This is an optimization exercise on Yosys and OpenROAD, whose aim is small area, not a production implementation.
In this exercise RTL edits were held to simulation tests only and were not proved equivalent to the original.
No driver is modelled on the clock port, so clocking that relies on it looks cheaper here than on a real chip.
Power figures rest on the tool's default switching activity, not on a simulated workload.

== run 5 ==
==> flow/design.v <==
`timescale 1ns / 1ps
module hexto7segment (
    input  [3:0] x,
    output [6:0] r
);
    assign r[0] = (~x[0] & ~x[1] & x[2]) | (x[0] & ~x[1] & ~x[2] & ~x[3]);
    assign r[1] = (~x[0] & x[1] & x[2]) | (x[0] & ~x[1] & x[2]);
    assign r[2] = ~x[0] & x[1] & ~x[2];
    assign r[3] = (~x[0] & ~x[1] & x[2]) | (x[0] & ~x[1] & ~x[2] & ~x[3]) | (x[0] & x[1] & x[2]);
    assign r[4] = x[0] | (~x[1] & x[2]);
    assign r[5] = (x[0] & x[1]) | (x[0] & ~x[2] & ~x[3]) | (x[1] & ~x[2]);
    assign r[6] = (x[0] & x[1] & x[2]) | (~x[1] & ~x[2] & ~x[3]);
endmodule
`timescale 1ns / 1ps
module button_debouncer (
    input  clk,
    input  reset,
    input  in,
    output reg state
);
    localparam [7:0] POL = 8'b1010_1010;
    reg  [7:0] r;                        
    wire [7:0] c = r ^ POL;              
    wire diff = in ^ state;
    wire term = (c & 8'hF5) == 8'h00;
    wire run  = ~reset & diff & ~term;
    wire [7:0] nc = run ? {c[6:0], c[2] ^ c[7]} : 8'h04;
    always @(posedge clk) begin
        r <= nc ^ POL;
        if (reset)
            state <= 1'b0;
        else if (diff && term)
            state <= in;
    end
endmodule
`timescale 1ns / 1ps
module parking_meter_top(
    input clk,
    input reset,
    input buttonU, buttonL, buttonR, buttonD,
    input switch0, switch1,
    output [3:0] an,
    output [6:0] sseg
);
    wire dU, dL, dR, dD, dS0, dS1;
    button_debouncer db0 (.clk(clk), .reset(reset), .in(buttonU), .state(dU));
    button_debouncer db1 (.clk(clk), .reset(reset), .in(buttonL), .state(dL));
    button_debouncer db2 (.clk(clk), .reset(reset), .in(buttonR), .state(dR));
    button_debouncer db3 (.clk(clk), .reset(reset), .in(buttonD), .state(dD));
    button_debouncer db4 (.clk(clk), .reset(reset), .in(switch0), .state(dS0));
    button_debouncer db5 (.clk(clk), .reset(reset), .in(switch1), .state(dS1));
    reg [8:0] A;
    reg [4:0] B;
    wire bz  = ~B[0] &  B[1] & ~B[2] & ~B[3];    
    wire bm1 =  B[0] & ~B[1] & ~B[3] & ~B[4];    
    wire bfb = B[4] ? ~B[2] : (B[2] | (B[0] & B[3]));
    wire tick    = (A == 9'd8) & bz;                         
    wire fast_ev = (A[7:0] == 8'd7) & bm1;                   
    wire go      = (A == 9'd82) & bm1;                       
    wire stop    = (A[5:0] == 6'd15);
    wire rot     = (A[3:0] == 4'd15);
    wire [1:0] sel = A[5:4];
    always @(posedge clk) begin
        if (reset) begin
            A <= 9'd8;
            B <= 5'b00010;
        end else begin
            A <= A + 1'b1;
            B <= {B[3:0], bfb};
        end
    end
    reg [15:0] R;
    wire [3:0] r0 = R[3:0], r1 = R[7:4], r2 = R[11:8], r3 = R[15:12];
    wire zero = ~|R;
    wire       nz  = dU | dL | dR | dD;
    wire [1:0] idx = dD ? 2'd3 : dR ? 2'd2 : dL ? 2'd1 : 2'd0;
    reg  [1:0] prev_idx;
    reg        prev_nz;
    reg        pend;
    localparam M_ZERO = 3'd0, M_9999 = 3'd1, M_0010 = 3'd2, M_0180 = 3'd3,
               M_0200 = 3'd4, M_0550 = 3'd5, M_0205 = 3'd6;
    reg  [3:0] op;
    reg        carry;
    reg        active;
    wire n9_3 = r3[3] & r3[0];
    wire n9_2 = r2[3] & r2[0];
    wire n9_1 = r1[3] & r1[0];
    reg  sat;
    always @(*) begin
        case (prev_idx)
            2'd0: sat = n9_3 & n9_2 & n9_1;                                    
            2'd1: sat = n9_3 & (n9_2 | (r2[3] & (r1[3] | r1[2] | r1[1])));     
            2'd2: sat = n9_3 & r2[3];                                          
            default: sat = n9_3 & (r2[3] | (r2[2] & (r2[1] | r2[0])) |
                                   (r2 == 4'd4 & (r1[3] | (r1[2] & (r1[1] | r1[0])))));  
        endcase
    end
    reg [3:0] op_next;
    always @(*) begin
        if (dS1)        op_next = {1'b1, M_0205};
        else if (dS0)   op_next = {1'b1, M_0010};
        else if (pend)  op_next = sat ? {1'b1, M_9999} : {1'b0, 3'd2 + {1'b0, prev_idx}};
        else if (zero)  op_next = {1'b0, M_ZERO};
        else            op_next = {1'b0, M_9999};
    end
    always @(posedge clk) begin
        if (reset)
            pend <= 1'b0;
        else if (tick)
            pend <= nz & (~prev_nz | (idx != prev_idx));
        if (tick) begin
            prev_nz  <= nz;
            prev_idx <= idx;
            op       <= op_next;
        end
    end
    wire       cout;
    wire [3:0] sumd;
    wire [3:0] dig;
    digit_alu alu (.op(op & {4{active}}), .sel(sel), .x_in(r0), .carry(carry & active),
                   .cout(cout), .sumd(dig));
    always @(posedge clk) begin
        if (reset) begin
            R <= 16'h0000;
        end else if (rot) begin
            R <= {dig, R[15:4]};
        end
        if (reset)
            active <= 1'b0;
        else if (go)
            active <= 1'b1;
        else if (stop)
            active <= 1'b0;
        if (tick)
            carry <= ~dS1 & ~dS0 & ~pend & (r0 != 4'd0);
        else if (rot & active)
            carry <= cout;
    end
    reg flash_slow, flash_fast;
    always @(posedge clk) begin
        if (reset)
            flash_slow <= 1'b0;
        else if (tick)
            flash_slow <= (r3 == 0 && r2 < 2 && !zero) ? ~flash_slow : 1'b0;
        if (reset)
            flash_fast <= 1'b0;
        else if (fast_ev)
            flash_fast <= zero ? ~flash_fast : 1'b0;
    end
    wire [6:0] seg;
    hexto7segment dec (.x(dig), .r(seg));
    assign sseg = (flash_fast | flash_slow) ? 7'b1111111 : seg;
    assign an   = ~(4'b0001 << sel);
endmodule
module digit_alu (
    input  [3:0] op,
    input  [1:0] sel,
    input  [3:0] x_in,
    input        carry,
    output       cout,
    output [3:0] sumd
);
    localparam M_ZERO = 3'd0, M_9999 = 3'd1, M_0010 = 3'd2, M_0180 = 3'd3,
               M_0200 = 3'd4, M_0550 = 3'd5, M_0205 = 3'd6;
    reg [3:0] a;
    always @(*) begin
        case (op[2:0])
            M_9999: a = 4'd9;
            M_0010: a = (sel == 2'd1) ? 4'd1 : 4'd0;
            M_0180: a = (sel == 2'd1) ? 4'd8 : (sel == 2'd2) ? 4'd1 : 4'd0;
            M_0200: a = (sel == 2'd2) ? 4'd2 : 4'd0;
            M_0550: a = (sel == 2'd1 || sel == 2'd2) ? 4'd5 : 4'd0;
            M_0205: a = (sel == 2'd0) ? 4'd5 : (sel == 2'd2) ? 4'd2 : 4'd0;
            default: a = 4'd0;
        endcase
    end
    wire [3:0] x    = op[3] ? 4'd0 : x_in;
    wire       cin  = carry & (sel != 2'd0);
    wire c1 = (x[0] & a[0]) | (cin & (x[0] ^ a[0]));
    wire s0 = x[0] ^ a[0] ^ cin;
    wire c2 = (x[1] & a[1]) | (c1 & (x[1] ^ a[1]));
    wire s1 = x[1] ^ a[1] ^ c1;
    wire c3 = (x[2] & a[2]) | (c2 & (x[2] ^ a[2]));
    wire s2 = x[2] ^ a[2] ^ c2;
    wire s4 = (x[3] & a[3]) | (c3 & (x[3] ^ a[3]));
    wire s3 = x[3] ^ a[3] ^ c3;
    assign cout = s4 | (s3 & (s2 | s1));
    assign sumd = cout ? {s3 ^ (s2 | s1), ~(s2 ^ s1), ~s1, s0} : {s3, s2, s1, s0};
endmodule
export LEC_CHECK = 0
export CAP_MARGIN = 20
export CORE_MARGIN = 2
export CORE_UTILIZATION = 60
export SLEW_MARGIN = 20
create_clock -name core_clock -period 10.0 [get_ports {clk}]
standard.sh (not shown) runs the stock make flow with config.mk's settings and CLKGATE_MAP_FILE= SYNTH_SCRIPT=/design/flow/synth_recipe.tcl, a recipe that flattens the netlist after the stock synthesis.
==> flow/flow/run.sh <==
#!/bin/bash
# Layout: the standard flow (standard synthesis unchanged), with these changes:
#  - port buffers are the smallest buffer, sky130_fd_sc_hd__buf_1;
#  - the clock tree is built by flow/clock_tree.tcl just before the CTS step
#    (which then adds nothing): 6 leaf clock buffers (clkbuf_8), one per group
#    of nearby clock sinks, driven by one root clock buffer (clkbuf_2).
# Each run's full output goes to a log file here; ORFS keeps per-step logs in orfs/logs/.
set -euo pipefail
here=$(pwd)
export BUFFER_PORTS_ARGS="-buffer_cell sky130_fd_sc_hd__buf_1"
export PRE_CTS_TCL="$here/flow/clock_tree.tcl"
export CLOCK_NX=3
export CLOCK_NY=2
export CLOCK_LEAF_BUFFER=sky130_fd_sc_hd__clkbuf_8
export CLOCK_ROOT_BUFFER=sky130_fd_sc_hd__clkbuf_2
export CTS_ARGS="-sink_clustering_enable -dont_use_dummy_load"
bash standard.sh synth > synth.log 2>&1
bash standard.sh > layout.log 2>&1
Other scripts of this flow, unchanged in this note and not shown: flow/flow/clock_tree.tcl
For run 2, these inputs were changed with respect to run 5:
==> flow/design.v, changed modules only <==
module parking_meter_top(
    input clk,
    input reset,
    input buttonU, buttonL, buttonR, buttonD,
    input switch0, switch1,
    output [3:0] an,
    output [6:0] sseg
);
    wire dU, dL, dR, dD, dS0, dS1;
    button_debouncer db0 (.clk(clk), .reset(reset), .in(buttonU), .state(dU));
    button_debouncer db1 (.clk(clk), .reset(reset), .in(buttonL), .state(dL));
    button_debouncer db2 (.clk(clk), .reset(reset), .in(buttonR), .state(dR));
    button_debouncer db3 (.clk(clk), .reset(reset), .in(buttonD), .state(dD));
    button_debouncer db4 (.clk(clk), .reset(reset), .in(switch0), .state(dS0));
    button_debouncer db5 (.clk(clk), .reset(reset), .in(switch1), .state(dS1));
    reg [8:0] A;
    reg [4:0] B;
    wire bz  = ~B[0] &  B[1] & ~B[2] & ~B[3];    
    wire bm1 =  B[0] & ~B[1] & ~B[3] & ~B[4];    
    wire bfb = B[4] ? ~B[2] : (B[2] | (B[0] & B[3]));
    wire tick    = (A == 9'd8) & bz;                         
    wire fast_ev = (A[7:0] == 8'd7) & bm1;                   
    wire go      = (A == 9'd82) & bm1;                       
    wire stop    = (A[2:0] == 3'd5);                         
    wire [1:0] sel = A[5:4];
    always @(posedge clk) begin
        if (reset) begin
            A <= 9'd8;
            B <= 5'b00010;
        end else begin
            A <= A + 1'b1;
            B <= {B[3:0], bfb};
        end
    end
    reg [15:0] R;
    wire [1:0] p = A[1:0] - 2'd1;
    wire [3:0] r0 = R[7:4], r1 = R[11:8], r2 = R[15:12], r3 = R[3:0];    
    wire zero = ~|R;
    wire       nz  = dU | dL | dR | dD;
    wire [1:0] idx = dD ? 2'd3 : dR ? 2'd2 : dL ? 2'd1 : 2'd0;
    reg  [1:0] prev_idx;
    reg        prev_nz;
    reg        pend;
    localparam M_ZERO = 3'd0, M_9999 = 3'd1, M_0010 = 3'd2, M_0180 = 3'd3,
               M_0200 = 3'd4, M_0550 = 3'd5, M_0205 = 3'd6;
    reg  [3:0] op;
    reg        carry;
    reg        active;
    wire n9_3 = r3[3] & r3[0];
    wire n9_2 = r2[3] & r2[0];
    wire n9_1 = r1[3] & r1[0];
    reg  sat;
    always @(*) begin
        case (prev_idx)
            2'd0: sat = n9_3 & n9_2 & n9_1;                                    
            2'd1: sat = n9_3 & (n9_2 | (r2[3] & (r1[3] | r1[2] | r1[1])));     
            2'd2: sat = n9_3 & r2[3];                                          
            default: sat = n9_3 & (r2[3] | (r2[2] & (r2[1] | r2[0])) |
                                   (r2 == 4'd4 & (r1[3] | (r1[2] & (r1[1] | r1[0])))));  
        endcase
    end
    reg [3:0] op_next;
    always @(*) begin
        if (dS1)        op_next = {1'b1, M_0205};
        else if (dS0)   op_next = {1'b1, M_0010};
        else if (pend)  op_next = sat ? {1'b1, M_9999} : {1'b0, 3'd2 + {1'b0, prev_idx}};
        else if (zero)  op_next = {1'b0, M_ZERO};
        else            op_next = {1'b0, M_9999};
    end
    always @(posedge clk) begin
        if (reset)
            pend <= 1'b0;
        else if (tick)
            pend <= nz & (~prev_nz | (idx != prev_idx));
        if (tick) begin
            prev_nz  <= nz;
            prev_idx <= idx;
            op       <= op_next;
        end
    end
    wire       cout;
    wire [3:0] alu_out;
    wire       upd = go | active;
    digit_alu alu (.op(op & {4{upd}}), .sel(p), .x_in(R[3:0]), .carry(carry & upd),
                   .cout(cout), .sumd(alu_out));
    always @(posedge clk) begin
        if (reset) begin
            R <= 16'h0000;
        end else begin
            R <= {alu_out, R[15:4]};
        end
        if (reset)
            active <= 1'b0;
        else if (go)
            active <= 1'b1;
        else if (stop)
            active <= 1'b0;
        if (tick)
            carry <= ~dS1 & ~dS0 & ~pend & (r0 != 4'd0);
        else if (upd)
            carry <= cout;
    end
    reg flash_slow, flash_fast;
    always @(posedge clk) begin
        if (reset)
            flash_slow <= 1'b0;
        else if (tick)
            flash_slow <= (r3 == 0 && r2 < 2 && !zero) ? ~flash_slow : 1'b0;
        if (reset)
            flash_fast <= 1'b0;
        else if (fast_ev)
            flash_fast <= zero ? ~flash_fast : 1'b0;
    end
    wire [6:0] seg;
    wire [1:0] j = sel - p;
    reg  [3:0] dig;
    always @(*) begin
        case (j)
            2'd0: dig = R[3:0];
            2'd1: dig = R[7:4];
            2'd2: dig = R[11:8];
            default: dig = R[15:12];
        endcase
    end
    hexto7segment dec (.x(dig), .r(seg));
    assign sseg = (flash_fast | flash_slow) ? 7'b1111111 : seg;
    assign an   = ~(4'b0001 << sel);
endmodule
Findings:
- Max internal power consumption across run 5 and run 2: run 2
- Against run 5, run 2 comes in 1.91 ns higher on worst setup slack.
- Per the comparison of run 2 with run 5, depth of the worst register-to-register path went down 2; die area now smaller; wire length of the first global-routing pass climbed 2.0%; post-route fraction of the period consumed by the critical path now sits lower; wire length shows a reduction of 200 um.
- Run 5 has higher total number of nets in the final design than run 2.
- | minimum clock period after layout | higher: run 5 |
- Run 2 against run 5: sequential share of layout area now sits lower, post-detailed-route via-to-cell ratio shrank by 1.7%, peak supply drop went up, share of post-route cells with drive strength above 1 up 1.9 points.

[static timing again, ports no longer ideal]
How much do the figures lean on ideal ports? The routed layouts below were timed once more, with nothing changed but the port constraints.
Step 1 (the two cells are an assumption about what drives the block):
set clk [get_ports {clk}]
set_driving_cell -lib_cell sky130_fd_sc_hd__clkbuf_16 $clk
set_driving_cell -lib_cell sky130_fd_sc_hd__buf_2 [delete_from_list [all_inputs] $clk]
Step 2 adds t to the input delays and takes it off the output delays; t is the mean of the earliest and latest rising clock arrival at the registers after step 1. Input paths then give back, and output paths get back, about the clock's delay inside the block.
a / b / c = ideal / step 1 / step 2; a / b = the first two.
run | t (ns) | slack for setup (ns) | hold slack, ns | worst setup path after step 2
run 5 | 0.508 | 2.970 / 2.945 / 3.452 | 0.368 / 0.368 / 0.368 | register to output
run 2 | 0.521 | 4.877 / 4.851 / 5.372 | 0.365 / 0.365 / 0.365 | register to output
After both steps setup and hold are still met in every run listed.
